From an optimization exercise on the open Yosys and OpenROAD flow, aimed at small area; shortcuts taken in it are not production practice. The RTL was checked by simulation tests, not by an equivalence proof against the original design. Power figures rest on the tool's default switching activity, not on a simulated workload.

==> design/flow/design.v <==
`timescale 1ns / 1ps
module framer (
    input  wire        aclk,
    input  wire        aresetn,
    input  wire [255:0] s_axis_tdata,
    input  wire         s_axis_tvalid,
    output wire         s_axis_tready,
    output wire [31:0] m_axi_awaddr,
    output wire        m_axi_awvalid,
    input  wire        m_axi_awready,
    output wire [31:0] m_axi_wdata,
    output wire [3:0]  m_axi_wstrb,
    output wire        m_axi_wvalid,
    input  wire        m_axi_wready,
    input  wire [1:0]  m_axi_bresp,
    input  wire        m_axi_bvalid,
    output wire        m_axi_bready,
    output wire [31:0] m_axi_araddr,
    output wire        m_axi_arvalid,
    input  wire        m_axi_arready,
    input  wire [31:0] m_axi_rdata,
    input  wire [1:0]  m_axi_rresp,
    input  wire        m_axi_rvalid,
    output wire        m_axi_rready
);
localparam [2:0]
    STATE_INIT        = 3'd0,
    STATE_IDLE        = 3'd1,
    STATE_WRITE_FRAME = 3'd2,
    STATE_TX_FRAME    = 3'd3,
    STATE_WAIT_DONE   = 3'd4;
reg [255:0] data;
reg [255:0] data_next;
reg  [2:0] state;
reg  [2:0] state_next;
reg         tready_reg;
reg  [31:0] awaddr_reg;
reg         awvalid_reg;
reg  [31:0] wdata_reg;
reg         wvalid_reg;
reg  [31:0] araddr_reg;
reg         arvalid_reg;
reg         rready_reg;
reg         tready_next;
reg  [31:0] awaddr_next; 
reg         awvalid_next;
reg  [31:0] wdata_next;
reg         wvalid_next;
reg  [31:0] araddr_next;
reg         arvalid_next;
reg         rready_next;
always @* begin
    state_next = STATE_IDLE;
    data_next = data;
    tready_next = tready_reg;
    awaddr_next = awaddr_reg;
    awvalid_next = awvalid_reg;
    wdata_next = wdata_reg;
    wvalid_next = wvalid_reg;
    araddr_next = araddr_reg;
    arvalid_next = arvalid_reg;
    rready_next = rready_reg;
    case (state)
        STATE_INIT: begin
            awaddr_next = 32'h40E0_07f4;
            wdata_next = 32'h0062;
            if (m_axi_awready) begin
                if (m_axi_awvalid) begin
                    awvalid_next = 1'b0;
                    wvalid_next = 1'b1;
                end
            end else begin
                if (!m_axi_wvalid) awvalid_next = 1'b1;
            end
            if (m_axi_wready) begin
                if (m_axi_wvalid) begin
                    awaddr_next = 32'h40E0_0000;
                    awvalid_next = 1'b0;
                    wvalid_next = 1'b0;
                    wdata_next = 32'b0;
                    state_next = STATE_IDLE;
                end else begin
                    state_next = STATE_INIT;
                end
            end else begin
                state_next = STATE_INIT;
            end
        end
        STATE_IDLE: begin
            if (s_axis_tready & s_axis_tvalid) begin
                data_next = s_axis_tdata;
                tready_next = 1'b0;
                awaddr_next = 32'h40E0_0000;
                awvalid_next = 1'b1;
                rready_next = 1'b0;
                state_next = STATE_WRITE_FRAME;
            end else begin
                tready_next = 1'b1;
                rready_next = 1'b1;
                state_next = STATE_IDLE;
            end
        end
        STATE_WRITE_FRAME: begin
            state_next = STATE_WRITE_FRAME;
            case (m_axi_awaddr[12:0])
                13'h00: wdata_next = 32'hFFFFFFFF;
                13'h04: wdata_next = 32'h1800FFFF;
                13'h08: wdata_next = 32'h6b4d023e;
                13'h0c: wdata_next = 32'h00450008;
                13'h10: wdata_next = 32'h00005400;
                13'h14: wdata_next = 32'h11ff0000;
                13'h18: wdata_next = 32'h0000eff0;
                13'h1c: wdata_next = 32'ha8c00000;
                13'h20: wdata_next = 32'hc507010a;
                13'h24: wdata_next = 32'h4000c507;
                13'h28: wdata_next = 32'h722f0000;
                13'h2c: wdata_next = 32'h6f696461;
                13'h30: wdata_next = 32'h6d757264;
                13'h34: wdata_next = 32'h692c0000;
                13'h38: wdata_next = 32'h69696969;
                13'h3c: wdata_next = 32'h00696969;
                13'h40: wdata_next = {data[23:16], data[31:24], 16'h0000};
                13'h44: wdata_next = {data[55:48], data[63:56], data[7:0], data[15:8]};
                13'h48: wdata_next = {data[87:80], data[95:88], data[39:32], data[47:40]};
                13'h4c: wdata_next = {data[119:112], data[127:120], data[71:64], data[79:72]};
                13'h50: wdata_next = {data[151:144], data[159:152], data[103:96], data[111:104]};
                13'h54: wdata_next = {data[183:176], data[191:184], data[135:128], data[143:136]};
                13'h58: wdata_next = {data[215:208], data[223:216], data[167:160], data[175:168]};
                13'h5c: wdata_next = {data[247:240], data[255:248], data[199:192], data[207:200]};
                13'h60: wdata_next = {16'h0000, data[231:224], data[239:232]};
            endcase
            if (m_axi_awready) begin
                if (m_axi_awvalid) begin
                    awvalid_next = 1'b0;
                    wvalid_next = 1'b1;
                end
            end
            if (m_axi_wready) begin
                if (m_axi_awaddr <= 32'h40E0_0060) begin
                    awaddr_next = awaddr_reg + 32'h4;
                    awvalid_next = 1'b1;
                    wvalid_next = 1'b0;
                end else begin
                    awaddr_next = 32'h40E0_07fc;
                    awvalid_next = 1'b1;
                    wvalid_next = 1'b0;
                    state_next = STATE_TX_FRAME;
                end
            end else begin
                wvalid_next = 1'b1;
            end
        end
        STATE_TX_FRAME: begin
            wdata_next = 32'h0009;
            if (m_axi_awready) begin
                if (m_axi_awvalid) begin
                    awvalid_next = 1'b0;
                    wvalid_next = 1'b1;
                end
            end else begin
                if (!m_axi_wvalid) awvalid_next = 1'b1;
            end
            if (m_axi_wready) begin
                if (m_axi_wvalid) begin
                    awaddr_next = 32'h40E0_0000;
                    awvalid_next = 1'b0;
                    wvalid_next = 1'b0;
                    wdata_next = 32'b0;
                    state_next = STATE_WAIT_DONE;
                end else begin
                    state_next = STATE_TX_FRAME;
                end
            end else begin
                state_next = STATE_TX_FRAME;
            end
        end
        STATE_WAIT_DONE: begin
            if (m_axi_rvalid) begin
                if (m_axi_rdata == 32'h08) begin
                    arvalid_next = 1'b0;
                    state_next = STATE_IDLE;
                end else begin
                    state_next = STATE_WAIT_DONE;
                end
            end else begin
                araddr_next = 32'h40E0_07fc;
                arvalid_next = 1'b1;
                rready_next = 1'b1;
                state_next = STATE_WAIT_DONE;
            end
        end
    endcase
end
always @(posedge aclk) begin
    if (~aresetn) begin
        state <= STATE_INIT;
        data <= 64'b0;
        tready_reg <= 1'b0;
        awaddr_reg <= 32'b0;
        awvalid_reg <= 1'b0;
        wdata_reg <= 32'b0;
        wvalid_reg <= 1'b0;
        araddr_reg <= 32'b0;
        arvalid_reg <= 1'b0;
        rready_reg <= 1'b0;
    end else begin
        state <= state_next;
        data <= data_next;
        tready_reg <= tready_next;
        awaddr_reg <= awaddr_next;
        awvalid_reg <= awvalid_next;
        wdata_reg <= wdata_next;
        wvalid_reg <= wvalid_next;
        araddr_reg <= araddr_next;
        arvalid_reg <= arvalid_next;
        rready_reg <= rready_next;
    end
end
assign s_axis_tready = tready_reg;
assign m_axi_awaddr = awaddr_reg;
assign m_axi_awvalid = awvalid_reg;
assign m_axi_wdata = wdata_reg;
assign m_axi_wvalid = wvalid_reg;
assign m_axi_wstrb = 4'hF;
assign m_axi_bready = 1'b1;
assign m_axi_araddr = araddr_reg; 
assign m_axi_arvalid = arvalid_reg;
assign m_axi_rready = rready_reg;
endmodule
==> design/flow/run.sh <==
#!/bin/bash
# synth_recipe.tcl (not shown) runs the flow's synth.tcl, then flattens the netlist and writes it again
# the make line also repeats each setting of config.mk as NAME=value (left out here)
make -C /OpenROAD-flow-scripts/flow DESIGN_CONFIG=/design/flow/config.mk WORK_HOME=/design/flow/orfs CLKGATE_MAP_FILE= SYNTH_SCRIPT=/design/flow/synth_recipe.tcl finish
==> design/flow/config.mk <==
export PLATFORM = sky130hd
export DESIGN_NAME = framer
export DESIGN_NICKNAME = framer
export VERILOG_FILES = /design/flow/design.v
export SDC_FILE = /design/flow/constraint.sdc
export NUM_CORES = 4
export LEC_CHECK = 0
export CAP_MARGIN = 20
export CORE_MARGIN = 2
export CORE_UTILIZATION = 40
export SLEW_MARGIN = 20
==> design/flow/constraint.sdc <==
create_clock -name core_clock -period 5.0 [get_ports {aclk}]
set_input_delay 1.0000 -clock core_clock [delete_from_list [all_inputs] [get_ports {aclk}]]
set_output_delay 1.0000 -clock core_clock [all_outputs]
set_load 0.01 [all_outputs]
==> run notes <==
-- per-stage QoR --
stage	util	instance area (um2)	hold WS (ns)
CTS	0.542	19700	0.454
detailed placement	0.511	18500	0.446
global route	0.542	19700	0.468
finish	0.542	19700	0.454
global placement	0.511	18500	0.441
floorplan	-	14700	0.432
-- path summary, 6_finish.rpt --
check | to | cells after the start
max | wdata_reg[0] | 9
min | data[227] | 2
max reg2reg | wdata_reg[0] | 9
min reg2reg | data[227] | 2
-- area by class of cell --
type | instances | area, um2
fill | 3584 | 16600
clock inverter | 12 | 77.6
sequential | 327 | 6550
antenna | 3 | 7.51
multi-input combinational | 1405 | 7260
timing repair buffer | 414 | 4090
inverter | 15 | 63.8
clock buffer | 47 | 1030
tap | 468 | 586
-- placed cells by master, fill, tap and decap left out, drive strengths merged, types with 5 or more instances in the layout --
cell           count
nand4             23
o21ai             29
nor2b             10
buf               41
nor3              29
a22oi             54
dfxtp            327
o2bb2ai           15
or2                6
nor4b              6
clkdlybuf4s50    373
inv               16
a21oi            307
a221oi            13
xor2               8
o22ai              7
clkinv            10
a2111oi            7
nand3             28
a31oi              6
nand2            598
nor4               9
a211oi            11
clkbuf            47
xnor2             12
nor2              70
nand2b            11
a22o              15
or3                5
a222oi            24
and3              14
conb              26
-- where the power goes --
group,switching [mW],internal (mW)
sequential,0.0360,2.62
combinational,0.248,0.294
clock,1.08,1.46
total,1.36,4.38
-- cells by family after synthesis --
group,synth area share
and+or+nand+nor,0.247
DFF,0.448
buffers and inverters,0.0647
other,0.000514
muxes,0.000770
xor gates and xnor gates,0.0120
AOI/OAI and AO/OA,0.224
adders and majority gates,0.00342
-- layer usage --
metal | track usage | wire, um | share of wire
met5 | 0 | 41 | 0.00075
met4 | 0.109 | 2040 | 0.037
met3 | 0.0623 | 4670 | 0.085
met2 | 0.454 | 25100 | 0.46
met1 | 0.359 | 22900 | 0.42
-- tightest hold or removal path: stages (launching register included) --
cell     delay, ns
dfxtp_1       0.31
nand2_1       0.05
a21oi_1       0.05
==> impl_metrics.ini <==
[final_layout]
syn2layout_area_growth_pct = 34.5
layout-drive-gt1-share = 0.0577
largest_register_ffs = 256
final_cells = 2691
nNetsFinal = 2504

[sta]
max_slew.worst_pin.slew_ns = 1.16
setup_slack_ns = 1.52
maxSlewViolCount = 0
finalClockSkew_ns = 0.0197
finalCritPeriodShare = 0.696
clock.fmax_mhz = 288
rsz0062_at_grt = false
tns_ns = 0
relSlewSlack = 0.222
finalSetupViolations = 0
timing.final.hold_violations = 0
fin_crit_ns = 3.48

[global_route]
grt_first_pass_wirelength_mm = 82.2
grt_pass1_vias = 14200
grt_max_degree = 115
grt_usage = 0.278
grt_overflow = 0
grt_antenna_before_repair = 6

[clock_network]
clk_pin_slew_ns = 0.06
cts_sinks = 327
cts_buffers = 37
cts_tree = yes
ctsHoldBuffers = 0
cts_max_level = 2
cts_setup_buffers = 0
cts_resized = 0
clk_latency_ns = 0.53
clockBufferDepth = 3
root_buffer = clkbuf_16

[yosys]
ys.warnings.count = 1
synthDistinctLibCells = 83
synthTopCellsByCount = nand2_1, dfxtp_1, a21oi_1
synth.top_cell.area_share = 0.448
netlist_area_um2 = 14600
yosys_most_used_dff = dfxtp_1
synth_area_leader_cell = dfxtp_1
yosys-top-cells-area = dfxtp_1, nand2_1, a21oi_1
asyncSetResetFlopFracSynth = 0
synth.most_common_cell = nand2_1
yosysSeqAreaShare = 0.448
synth_edf_count = 0
ys_ff_latch = 327
syn_inst = 1905
syn_avg_cell_area_um2 = 7.68

[route]
viasPerCell = 5.52
wl_per_cell_um = 20.3
vias = 14800
ant_nets = 0
drt-initial-drc-count = 1130
first_pass_iters = 6
drt_wl_total_mm = 54.7
drcViolationCount = 0

[worst_setup_path]
critPathArrivalTime_ns = 3.92
rrSetupSlack_ns = 1.52
critPathRequiredTime_ns = 5.45
critical_path_buf_inv_count = 2
end_kind = register
crit_chain = buf_4, nand4bb_1, nor3_4, buf_4, a22o_1, a211oi_1, nand4_1, o22ai_1, nor3_1
cp_slowest_stage_delay_ns = 0.70
crit_top_cell = buf_4
cp_max_fo = 18
critPathTopFamily = simple AND/OR/NAND/NOR gates
critPathKind = reg -> reg
critPathSlowestCell = dfxtp_1
timing.rr.start = awaddr_reg[4]
startpoint_type = register
critical_path.startpoint = awaddr_reg[4]

[die]
die-width_um = 195
core_um2 = 36300
ioPinCount = 406
die-area_um2 = 38100
start_util = 0.403
rows = 70
die_height_um = 195

[power_and_ir_drop]
ir_drop_uv = 211
power_mw = 5.74
power_density_nw_per_um2 = 292
leakagePower_nw = 6.64

[run_status]
outcome = complete, no violations

[run]
maxCapViolations = 0

[place]
post-dp-hpwl_mm = 39.0
dp_cells = 2629
dp_slack_ns = 1.28
gp_congestion = 0.894
portBuffers = 373

[min_path]
min_from = data[227]
worstHoldPathType = reg -> reg

-- separate check: timing with driven ports --
No port has a modelled driver above. Below, the same layout with a new extraction and two added sets of constraints.
Step 1 sets driving cells, clkbuf_16 on the clock port and buf_2 on the other inputs (assumed; they add their load-dependent delay and slew).
Step 2, shift: input delay + t, output delay - t, t = (earliest + latest rising clock arrival at the registers) / 2. This alone moves slack from input paths to output paths.
Slacks: ideal ports / drivers / drivers and shift; pairs: ideal ports / drivers.
t (ns): 0.569
setup slack, ns: 1.522 / 1.522 / 1.231
worst setup path after step 2: input to register
worst data-port slew with drivers (ns): 0.12
pins driven straight from the clock port: 1
After both steps this run still meets setup and hold. For this run, drivers alone change the setup slack by 0.000 ns; drivers and shift together by -0.291 ns.
